This design comes from an exercise in tuning for small area and a short achievable clock period on the open sky130 flow, not from production work.
Function was checked by simulation only, so behaviour that the tests miss may differ from the original.
Power is estimated from default activity; no workload was simulated.

run A:
## RR_arbiter
module RR_arbiter(input clk, rst, input [15:0] req, output [15:0] gnt);
export LEC_CHECK = 0
export ABC_AREA = 1
export CAP_MARGIN = 20
export CORE_AREA = 2 2 60 60
export DIE_AREA = 0 0 62 62
export SLEW_MARGIN = 20
export SYNTH_HIERARCHICAL = 1
export SYNTH_MINIMUM_KEEP_SIZE = 0
create_clock -name core_clock -period 10.0 [get_ports {clk}]
standard.sh (not shown) runs the stock make flow with config.mk's settings and CLKGATE_MAP_FILE= SYNTH_SCRIPT=/design/flow/synth_recipe.tcl, a recipe that flattens the netlist after the stock synthesis.
==> flow/flow/run.sh <==
#!/bin/bash
# The standard layout with two changes:
#  - synthesis maps the logic with the ABC script in flow/abc.script instead of
#    ORFS's abc_area.script (the registers and their names are untouched: they
#    are mapped before ABC runs);
#  - the port buffers are the smallest plain buffer, buf_1.
set -euo pipefail
W=$PWD
rm -rf "$W/scripts"
cp -r "$FLOW_HOME/scripts" "$W/scripts"
cp "$W/flow/abc.script" "$W/scripts/abc_area.script"
export BUFFER_PORTS_ARGS="-buffer_cell sky130_fd_sc_hd__buf_1"
SCRIPTS_DIR="$W/scripts" bash standard.sh synth > synth.log 2>&1
bash standard.sh > standard.log 2>&1
==> flow/flow/abc.script <==
strash
&get -n
&deepsyn -J 200 -S 3
&put
map -a
topo
stime -c
upsize -c
dnsize -c
diff inputs: run A => run B
==> flow/flow/abc.script <==
strash
&get -n
&deepsyn -J 200 -S 5
&put
map -a
Results
Setup skew after layout in run B is 0.0035 ns higher than in run A. From run A to run B the numbers moved as follows: setup slack fell 0.085 ns, synthesized instance count saw a decrease. Going from run A to run B, internal power of the cells shrinks by about 4.5%. The lower sequential share of layout area came out of run A. In run B relative to run A, number of nets in the layout had gone down by a few percent. | growth of design area from synthesis to finish | lower: run A |. Relative to run A, the routed wire length of run B is lower by about 9%. Between run B and run A, the clock network area share is higher for run B.
The following lists how run C was set up differently from run B:
-- flow/flow/abc.script --
<<< run B, line 5
map -a
>>> run C, line 5
map
-- flow/config.mk --
<<< run B, line 11
>>> run C, line 11
export CTS_BUF_LIST = sky130_fd_sc_hd__clkbuf_2
export CTS_CLUSTER_DIAMETER = 100
export CTS_CLUSTER_SIZE = 10
Notes after the runs:
Routing usage on met1 in run C is 1.4 points higher than in run B
Compared with run B, run C shows a lower cell count after synthesis.
Run C against run B: period utilization went down, global-route wire length before repair went up.
Comparing run C and run B, the lower sequential share of layout area was measured on run C.
For run B, the critical path's slowest cell was or2_2, unlike run C, where it was dfrtp_1.
Of run C and run B, run C shows the lower clock network area share, with run B above it.
As far as area occupied by registers goes, run C and run B are indistinguishable; the numbers are identical.
Met2 track utilization from global routing: higher on run C
Against run B, run C reports a setup slack that is higher.
From run B to run C the numbers moved as follows: number of buffer and inverter instances along the worst setup path -1, routed wire length on met3 -about 16%.
Inputs modified between run C and run D:
-- flow/config.mk --
<<< run C, line 11
export CTS_BUF_LIST = sky130_fd_sc_hd__clkbuf_2
export CTS_CLUSTER_DIAMETER = 100
export CTS_CLUSTER_SIZE = 10
>>> run D, line 11
[summary]
Vias: run D below run C
Run D ended with less setup slack of the critical path after layout than run C.
Compared with run C, run D ends up with a larger final cell area.
Compared with run C, run D shows later-pin clock latency in the skew report higher by 0.03 ns.
| part of the power in combinational logic | lower: run D |
Summary of run D over run C: fraction of the cycle the final worst path needs barely changed, post-route worst hold slack dropped 0.015 ns.

Another version of the RTL of RR_arbiter (not shown whole).
For scale: about 830 um2 of cells after synthesis.
## RR_arbiter
module RR_arbiter(input clk, rst, input [15:0] req, output [15:0] gnt);
==> flow/config.mk <==
export PLATFORM = sky130hd
export DESIGN_NAME = RR_arbiter
export DESIGN_NICKNAME = RR_arbiter
export VERILOG_FILES = /design/flow/design.v
export SDC_FILE = /design/flow/constraint.sdc
export NUM_CORES = 4
export LEC_CHECK = 0
export ABC_AREA = 1
export CAP_MARGIN = 20
export CORE_AREA = 2 2 60 60
export DIE_AREA = 0 0 62 62
export SLEW_MARGIN = 20
export SYNTH_HIERARCHICAL = 1
export SYNTH_MINIMUM_KEEP_SIZE = 0
==> flow/constraint.sdc <==
create_clock -name core_clock -period 10.0 [get_ports {clk}]
set_input_delay 2.0000 -clock core_clock [delete_from_list [all_inputs] [get_ports {clk}]]
set_output_delay 2.0000 -clock core_clock [all_outputs]
set_load 0.01 [all_outputs]
==> flow/flow/run.sh <==
#!/bin/bash
set -euo pipefail
export BUFFER_PORTS_ARGS="-buffer_cell sky130_fd_sc_hd__buf_1"
export SETUP_SLACK_MARGIN=7.2
bash standard.sh > standard.log 2>&1
Edit:
--- a/flow/flow/run.sh
+++ b/flow/flow/run.sh
@@ -1,0 +2,2 @@
+# The standard layout, with the port buffers made from the smallest plain
+# buffer instead of the one buffer_ports picks by default.
@@ -4 +5,0 @@
-export SETUP_SLACK_MARGIN=7.2
=> The new run passed the timing, design-rule and antenna checks. Sequential power is higher by 16%. Design area falls by 26%. First-iteration DRC count rose by 57%. Via count falls by 4.5%. Die area is unchanged. Wire length went down by 6.5%. Total power shrinks by 24%. Final cell count falls by 4.2%. Fmax drops by 4.8%. Worst setup slack degrades by 0.16 ns.

static timing again, ports no longer ideal:
Ports are ideal in the flow. The routed layouts listed here were re-timed in OpenROAD. Step 1 sets driving cells, clkbuf_16 on the clock port and buf_2 on the other inputs (assumed; they add their load-dependent delay and slew). Step 2 moves the port delays by t, midway between the first and last clock arrival at a register: inputs arrive t later, outputs are due t later. That takes back most of the time a late clock gives input paths. a / b / c = ideal ports / drivers / drivers and shift; a / b = the first two.
| run | t (ns) | setup slack, ns | clock arrival spread, ns | worst data-port slew with drivers (ns) | cell pins on the clock port's net |
|---|---|---|---|---|---|
| run A | 0.249 | 6.703 / 6.699 / 6.449 | 0.001 / 0.001 | 0.03 | 1 |
| run B | 0.256 | 6.618 / 6.619 / 6.363 | 0.004 / 0.004 | 0.04 | 1 |
| run C | 0.230 | 6.661 / 6.645 / 6.476 | 0.003 / 0.003 | 0.03 | 1 |
| run D | 0.254 | 6.648 / 6.632 / 6.500 | 0.004 / 0.005 | 0.03 | 1 |
| the first run of note 2 | 0.251 | 6.867 / 6.849 / 6.684 | 0.004 / 0.003 | 0.06 | 1 |
| the second run of note 2 | 0.254 | 6.710 / 6.694 / 6.454 | 0.001 / 0.001 | 0.03 | 1 |
After both steps every run listed still meets setup and hold. The setup slack of the second run of note 2, which loses most, moves by -0.016 ns with the drivers and by -0.256 ns with both steps.
